This design comes from an exercise in tuning for small area and a short achievable clock period on the open sky130 flow, not from production work.
No run shown here included a check of the RTL's function; only the layout flow was run.

==> flow/design.v, too long to show whole: its modules and the start of the top module <==
// module FIR_Filter_16tap: 3066 lines
module FIR_Filter_16tap #(parameter N = 16)(
    input clk, reset, enable,
    input [N-1:0] data_in,
    output [31:0] data_out
);
  // ...
==> flow/flow/run.sh <==
#!/bin/bash
# Layout flow: the standard flow with its synthesis netlist replaced by a
# hand-built gate netlist of the same design (flow/hand.py), then
#  - flow/fixpol.py removes inverters around full adders (a full adder is
#    self-dual); the logic function is unchanged;
#  - timing repair aims at a tighter setup margin than the 16 ns clock needs;
#  - ports are buffered with buf_2, and the clock tree uses clkbuf_4/8 with
#    larger sink clusters and no dummy loads.
# The standard synthesis still runs first; if its registers (names and cell
# types) differ from the hand netlist's, its own netlist is kept instead.
set -euo pipefail
MARGIN=${MARGIN:-11}
CTS="-sink_clustering_enable -repair_clock_nets -dont_use_dummy_load -buf_list {sky130_fd_sc_hd__clkbuf_8} -sink_clustering_size 15 -sink_clustering_max_diameter 60"
R=orfs/results/sky130hd/FIR_Filter_16tap/base
bash standard.sh synth > make_synth.log 2>&1
cp $R/1_2_yosys.v std_synth.v
python3 flow/hand.py --pol alt --csC -o hand.v > hand.log 2>&1
regs() { grep -o 'dfxtp_1 [^ ]*' "$1" | sort; }
if [[ "$(regs std_synth.v)" == "$(regs hand.v)" ]] && [[ $(regs hand.v | wc -l) -gt 0 ]]; then
  echo "using hand netlist" >> hand.log
  cp hand.v $R/1_2_yosys.v
else
  echo "register mismatch: keeping the standard netlist" >> hand.log
fi
python3 flow/fixpol.py $R/1_2_yosys.v > fixpol.log 2>&1
touch $R/1_2_yosys.v
bash standard.sh finish SETUP_SLACK_MARGIN=$MARGIN "BUFFER_PORTS_ARGS=-buffer_cell sky130_fd_sc_hd__buf_2" "CTS_ARGS=$CTS" > make_finish.log 2>&1
==> flow/flow/fixpol.py <==
#!/usr/bin/env python3
"""Remove inverters around full adders in a mapped sky130hd netlist.

A full adder is self-dual: FA(~a,~b,~c) = (~cout, ~sum).  Yosys' extract_fa
often leaves inverters between adders; this picks, for every fa cell, whether
it works on true or complemented signals so that as few inverters as
possible remain.  The logic function of the netlist is unchanged.
usage: fixpol.py netlist.v  (rewritten in place)
"""
import re, sys, os, collections, random

path = sys.argv[1]
text = open(path).read()
m = re.search(r'^module\s.*?^endmodule', text, re.S | re.M)
body = m.group(0)

cell_re = re.compile(r'^\s*(sky130_fd_sc_hd__\w+)\s+(\S+)\s*\((.*?)\);\s*$', re.S | re.M)
pin_re = re.compile(r'\.(\w+)\(\s*(.*?)\s*\)\s*(?:,|$)', re.S)
OUTPINS = {'X', 'Y', 'Q', 'Q_N', 'SUM', 'COUT', 'HI', 'LO'}

cells = []
for cm in cell_re.finditer(body):
    typ, name, pins = cm.group(1), cm.group(2), cm.group(3)
    pl = [(p, n.strip()) for p, n in pin_re.findall(pins.strip())]
    cells.append([typ, name, pl, cm.start(), cm.end()])

assigns = [(a.start(), a.end(), a.group(1).strip(), a.group(2).strip())
           for a in re.finditer(r'^\s*assign\s+(.*?)\s*=\s*(.*?)\s*;\s*$', body, re.M)]
ports = set()
for pm in re.finditer(r'^\s*(?:input|output|inout)\s+(?:\[[^\]]*\]\s*)?(.*?);', body, re.M):
    for n in pm.group(1).split(','):
        ports.add(n.strip())
def is_port(net):
    base = net.split('[')[0].strip()
    return base in ports or net in ports

inv_of = {}                      # inverter output net -> input net
inv_cells = set()
for i, c in enumerate(cells):
    if re.match(r'sky130_fd_sc_hd__inv_\d+$', c[0]):
        d = dict(c[2])
        if is_port(d['Y']):
            continue             # keep: drives a port
        inv_of[d['Y']] = d['A']
        inv_cells.add(i)

def resolve(n):
    pol = 0
    while n in inv_of:
        n = inv_of[n]; pol ^= 1
    return n, pol

driver_fa = {}                   # root net -> fa cell index
fas = [i for i, c in enumerate(cells) if re.match(r'sky130_fd_sc_hd__fa_\d+$', c[0])]
for i in fas:
    for p, n in cells[i][2]:
        if p in ('SUM', 'COUT'):
            driver_fa[n] = i

# consumers: (cell index or None, pin index or assign idx, root, pol, is_fa)
cons = []
for i, c in enumerate(cells):
    if i in inv_cells: continue
    isfa = i in driver_fa.values() or c[0].startswith('sky130_fd_sc_hd__fa_')
    for k, (p, n) in enumerate(c[2]):
        if p in OUTPINS: continue
        if not n or n.startswith("1'") or n.startswith("'"): continue
        r, pol = resolve(n)
        cons.append(('c', i, k, r, pol, isfa))
for k, (s, e, lhs, rhs) in enumerate(assigns):
    if rhs.startswith("1'") or rhs.startswith('{'): continue
    r, pol = resolve(rhs)
    cons.append(('a', k, None, r, pol, False))

flip = collections.defaultdict(int)
by_root = collections.defaultdict(list)
by_cell = collections.defaultdict(list)
for ci, cn in enumerate(cons):
    by_root[cn[3]].append(ci)
    if cn[0] == 'c' and cn[5]: by_cell[cn[1]].append(ci)

def parity(ci):
    kind, i, k, r, pol, isfa = cons[ci]
    p = pol ^ (flip[driver_fa[r]] if r in driver_fa else 0)
    if isfa: p ^= flip[i]
    return p
def root_cost(r):
    return 1 if any(parity(ci) for ci in by_root[r]) else 0
def fa_roots(i):
    rs = set(cons[ci][3] for ci in by_cell[i])
    for p, n in cells[i][2]:
        if p in ('SUM', 'COUT'): rs.add(n)
    return rs
def total():
    return sum(root_cost(r) for r in by_root)

before = total()
rng = random.Random(1)
roots_of = {i: fa_roots(i) for i in fas}
def delta(i):
    rs = roots_of[i]
    c0 = sum(root_cost(r) for r in rs)
    flip[i] ^= 1
    c1 = sum(root_cost(r) for r in rs)
    flip[i] ^= 1
    return c1 - c0
def greedy():
    improved = True
    while improved:
        improved = False
        for i in fas:
            if delta(i) < 0:
                flip[i] ^= 1; improved = True
greedy()
cur = total(); best = cur; bestflip = dict(flip)
if fas:
    T = 2.0
    steps = int(os.environ.get("FIXPOL_STEPS", "1000")) * len(fas)
    for step in range(steps):
        T = 2.0 * (1 - step / steps) + 0.05
        i = rng.choice(fas)
        d = delta(i)
        if d <= 0 or rng.random() < pow(2.718, -d / T):
            flip[i] ^= 1; cur += d
            if cur < best:
                best = cur; bestflip = dict(flip)
    flip.clear(); flip.update(bestflip)
    greedy()
after = total()

# rewrite
invnet = {}
newcells = []
def comp(r):
    if r not in invnet:
        invnet[r] = '_fixpol_%d_' % len(invnet)
    return invnet[r]
pinrep = {}
for ci, cn in enumerate(cons):
    kind, i, k, r, pol, isfa = cn
    net = comp(r) if parity(ci) else r
    pinrep[(kind, i, k)] = net

out = []
pos = 0
edits = []
for i, c in enumerate(cells):
    if i in inv_cells:
        edits.append((c[3], c[4], ''))
        continue
    pl = []
    for k, (p, n) in enumerate(c[2]):
        pl.append((p, pinrep.get(('c', i, k), n)))
    s = '  %s %s (\n%s\n  );' % (c[0], c[1], ',\n'.join('    .%s(%s)' % (p, n if not n.startswith('\\') else n + ' ') for p, n in pl))
    edits.append((c[3], c[4], s))
for k, (s, e, lhs, rhs) in enumerate(assigns):
    if ('a', k, None) in pinrep:
        n = pinrep[('a', k, None)]
        edits.append((s, e, '  assign %s = %s;' % (lhs, n if not n.startswith('\\') else n + ' ')))
edits.sort()
nb = []
for s, e, rep in edits:
    nb.append(body[pos:s]); nb.append(rep); pos = e
nb.append(body[pos:])
nb = ''.join(nb)
decl = ''.join('  wire %s;\n' % w for w in invnet.values())
invs = ''.join('  sky130_fd_sc_hd__inv_1 _fixpol_inv_%d_ (\n    .A(%s),\n    .Y(%s)\n  );\n' % (j, r if not r.startswith('\\') else r + ' ', w) for j, (r, w) in enumerate(invnet.items()))
nb = nb.replace('endmodule', decl + invs + 'endmodule')
# declarations must come before use for some readers: insert after the port list
hdr_end = nb.index(');') + 2
nb = nb[:hdr_end] + '\n' + decl + nb[hdr_end:].replace(decl + invs + 'endmodule', invs + 'endmodule')
open(path, 'w').write(text[:m.start()] + nb + text[m.end():])
print('fixpol: fa %d, inverters %d -> %d' % (len(fas), len(inv_cells), len(invnet)), file=sys.stderr)
==> flow/standard.sh <==
#!/bin/bash
# synth_recipe.tcl (not shown) runs the flow's synth.tcl, then flattens the netlist and writes it again
# the make line also repeats each setting of config.mk as NAME=value (left out here)
make -C /OpenROAD-flow-scripts/flow DESIGN_CONFIG=/design/flow/config.mk WORK_HOME=/design/flow/orfs CLKGATE_MAP_FILE= SYNTH_SCRIPT=/design/flow/synth_recipe.tcl "${@:-finish}"
==> flow/config.mk <==
export PLATFORM = sky130hd
export DESIGN_NAME = FIR_Filter_16tap
export DESIGN_NICKNAME = FIR_Filter_16tap
export VERILOG_FILES = /design/flow/design.v
export SDC_FILE = /design/flow/constraint.sdc
export NUM_CORES = 4
export LEC_CHECK = 0
export CAP_MARGIN = 20
export CORE_MARGIN = 2
export CORE_UTILIZATION = 70
export SLEW_MARGIN = 20
==> flow/constraint.sdc <==
create_clock -name core_clock -period 16.0 [get_ports {clk}]
set_input_delay 3.2000 -clock core_clock [delete_from_list [all_inputs] [get_ports {clk}]]
set_output_delay 3.2000 -clock core_clock [all_outputs]
set_load 0.01 [all_outputs]
Not shown: flow/flow/hand.py
==> flow_summary.toml, run 1 <==
[finish]
largest_class = "multi-input gates"
antennaDiodeCount = 1
fillers = 1466
clkCellAreaFrac_pct = 2.36
regArea_sq_mm = 0.00653
reg_top3 = "Cs x25, y1 x25, Cc x20"
mostFrequentLayoutCells = "dfxtp_1, fa_1, nand2_1"
clock_buffers = 29
signal_buffers = 53

[worst_setup_path]
cp-endpoint = "y1[20]"
worstPathBufferInverterCount = 2
cpMostUsedCell = "a21oi_2"
reg2regPathDepth = 20
crit_type = "in -> reg"
cp.arrival_ns = 5.32

[drt]
vias_per_cell = 5.21
wl_met3_um = 1020
wl_per_cell_um = 16.4
ant_nets = 0

[placement]
dp.cells = 1697
place_congestion = 0.841
io_buffers = 43
dp_slack_ns = 9.80
dpl.hpwl_um = 21700

[timing]
finalClockSkew_ns = 0.0722
finalSetupViolCount = 0
rsz0062_at_grt = "false"
worst_slack_ns = 11.12
tns_ns = 0

[yosys]
netlist_instances = 1371

[hold_path]
hold_path_depth = 1
holdPathEnd = "xn16[15]"

[floorplan]
num_tap_cells = 280
top_level_ports = 51
die-area_sq_mm = 0.0236
core_area_sq_mm = 0.0219

[clock_tree]
clockBufferDepth = 3
numCtsBuffers = 29
clkTransAtPathRegs_ns = 0.08

[global_routing]
grtUsageMet2_pct = 43.7

[outcome]
status = "timing/DRC/antenna clean"
==> inputs of run 2 (changes only) <==
--- a/flow/flow/run.sh
+++ b/flow/flow/run.sh
@@ -9,7 +9,7 @@
 # The standard synthesis still runs first; if its registers (names and cell
 # types) differ from the hand netlist's, its own netlist is kept instead.
 set -euo pipefail
-MARGIN=${MARGIN:-11}
+MARGIN=${MARGIN:-10.8}
 CTS="-sink_clustering_enable -repair_clock_nets -dont_use_dummy_load -buf_list {sky130_fd_sc_hd__clkbuf_8} -sink_clustering_size 15 -sink_clustering_max_diameter 60"
 R=orfs/results/sky130hd/FIR_Filter_16tap/base
 bash standard.sh synth > make_synth.log 2>&1
==> flow_summary.toml, run 2 <==
[placement]
dpl.hpwl_um = 21700
place_congestion = 0.843
io_buffers = 43

[timing]
finalClockSkew_ns = 0.0404
fin_crit_sh_pct = 31.4
slew_viol_final = 0
max_slew_margin_pct = 30.5
tns_ns = 0
final-hold-violation-count = 0
post-route-min-period_ns = 5.02
whs_ns = 0.339
max_freq_ghz = 0.199
finalSetupViolCount = 0
rsz0062_at_grt = "false"
worst_pin_slew_ns = 1.04

[clock_tree]
hold_buffers = 0
cts.htree.levels = 1
clockBufferDepth = 3
insertion_delay_ns = 0.59
cts_sinks = 326
clkTransAtPathRegs_ns = 0.09
cts_tree = "done"
numCtsBuffers = 28
cts_root_buffer = "clkbuf_8"

[worst_setup_path]
crit_type = "in -> reg"
worstSetupEndpointType = "flop"
cp_max_fo = 90
cp.arrival_ns = 5.45
worstPathRequired_ns = 16.43
start_kind = "primary input"

[yosys]
netlist_instances = 1371
avgSynthCellArea_sq_um = 11.4
syn_nets = 1655
synth.yosys.warnings = 1
syn-cell-area_sq_mm = 0.0157

[drt]
routed_wl_um = 28100
vias = 8972
dr.pass1.iters = 5
drcViolationCount = 0
drtIter0Drc = 256
wl_per_cell_um = 16.2
ant_nets = 0
vias_per_cell = 5.18

[outcome]
status = "timing/DRC/antenna clean"

[finish]
mostFrequentLayoutCells = "dfxtp_1, fa_1, nand2_1"
regArea_sq_mm = 0.00653
final_common_cell = "dfxtp_1"
drive_gt1_share_pct = 6.81
fin_nets = 1739
antennaDiodeCount = 0
fillers = 1474
reg_top3 = "Cs x25, y1 x25, Cc x20"
area_delta_synth_final_pct = 7.29
multi_input_area_sq_mm = 0.00888

[global_routing]
grt_max_degree = 91
overflow = 0
grt_use_total_pct = 25.3
grt_pass1_wl_um = 47800
antenna_found_initial = 0
first_global_vias = 9811

[flow_run]
maxCapViolations = 0

[floorplan]
core_area_sq_mm = 0.0219
start_util_pct = 71.7
die-area_sq_mm = 0.0236
die_h_um = 154
fp.dieW_um = 154
top_level_ports = 51
num_rows = 54

[hold_path]
worst_hold_path_type = "reg -> reg"
## run 2: cell count changes in the layout (fill, tap and decap cells not counted), sizes merged
cell	delta
diode	-1
buf	+1
clkbuf	-1
## run 2: path summary, 6_finish.rpt
check	slack, ns	start	to	cells after the start
setup / recovery	10.98	enable	x7[9]	6
hold reg to reg	0.34	x11[15]	xn12[15]	1
hold / removal	0.34	x11[15]	xn12[15]	1
setup reg to reg	11.14	y1[1]	y1[20]	20
## run 2: metal layers
metal / global-route usage [%] / up-vias / part of all wire [%]
li1: - / 4301 / -
met1: 34.2 / 4526 / 44
met2: 44.9 / 101 / 52
met3: 2.85 / 44 / 2.4
met4: 5.68 / 0 / 2.3
met5: 0 / - / 0
## run 2: worst max-delay path, stage by stage
cell and delay, ns:
buf_2 0.09, nor2b_4 0.11, buf_4 0.28, inv_4 0.61, buf_4 0.90, nor2_1 0.11
## run 2: layout make-up
type / instances / share of cell area [%]
clock buffers: 28 / 2.29
inverters: 103 / 2.31
multi-input cells: 942 / 52.8
flip-flops and latches: 326 / 38.8
well taps: 280 / 2.08
repair buffers: 54 / 1.77
## run 2: metrics by stage
| step | utilization (%) | setup WS (ns) | std cells | area (sq um) |
|---|---|---|---|---|
| after floorplan | - | 8.28 | 1371 | 15700 |
| after global placement | 74.4 | 9.91 | 1698 | 16300 |
| after detailed placement | 74.4 | 9.85 | 1698 | 16300 |
| after CTS | 76.3 | 10.86 | 1727 | 16700 |
| after global routing | 76.9 | 10.73 | 1733 | 16800 |
| final | 76.9 | 10.98 | 1733 | 16800 |
## run 2: repair_timing
action,4_1_cts,5_1_grt
endpoints found under the setup margin,13,16
gates resized for setup,6,17
pin swaps,1,2
buffers inserted,1,6

afterwards: timing with drivers on the ports:
Ports are ideal in the flow. The routed layouts listed here were re-timed in OpenROAD. Step 1 assumes that a clkbuf_16 drives the clock port and a buf_2 every other input. Step 2 times the ports against the registers' clock, not the clock port: input delays grow and output delays shrink by t, the midpoint of the rising clock arrivals with the driver on. Slacks: ideal ports / drivers / drivers and shift; pairs: ideal ports / drivers.
| run | shift t [ns] | setup WS [ns] | slew at the worst register clock pin (ns) |
|---|---|---|---|
| run 1 | 0.607 | 11.115 / 11.122 / 10.515 | 0.10 / 0.10 |
| run 2 | 0.616 | 10.979 / 11.004 / 10.388 | 0.10 / 0.10 |
After both steps setup and hold are still met in every run listed. The setup slack of run 1, which loses most, moves by +0.007 ns with the drivers and by -0.600 ns with both steps.
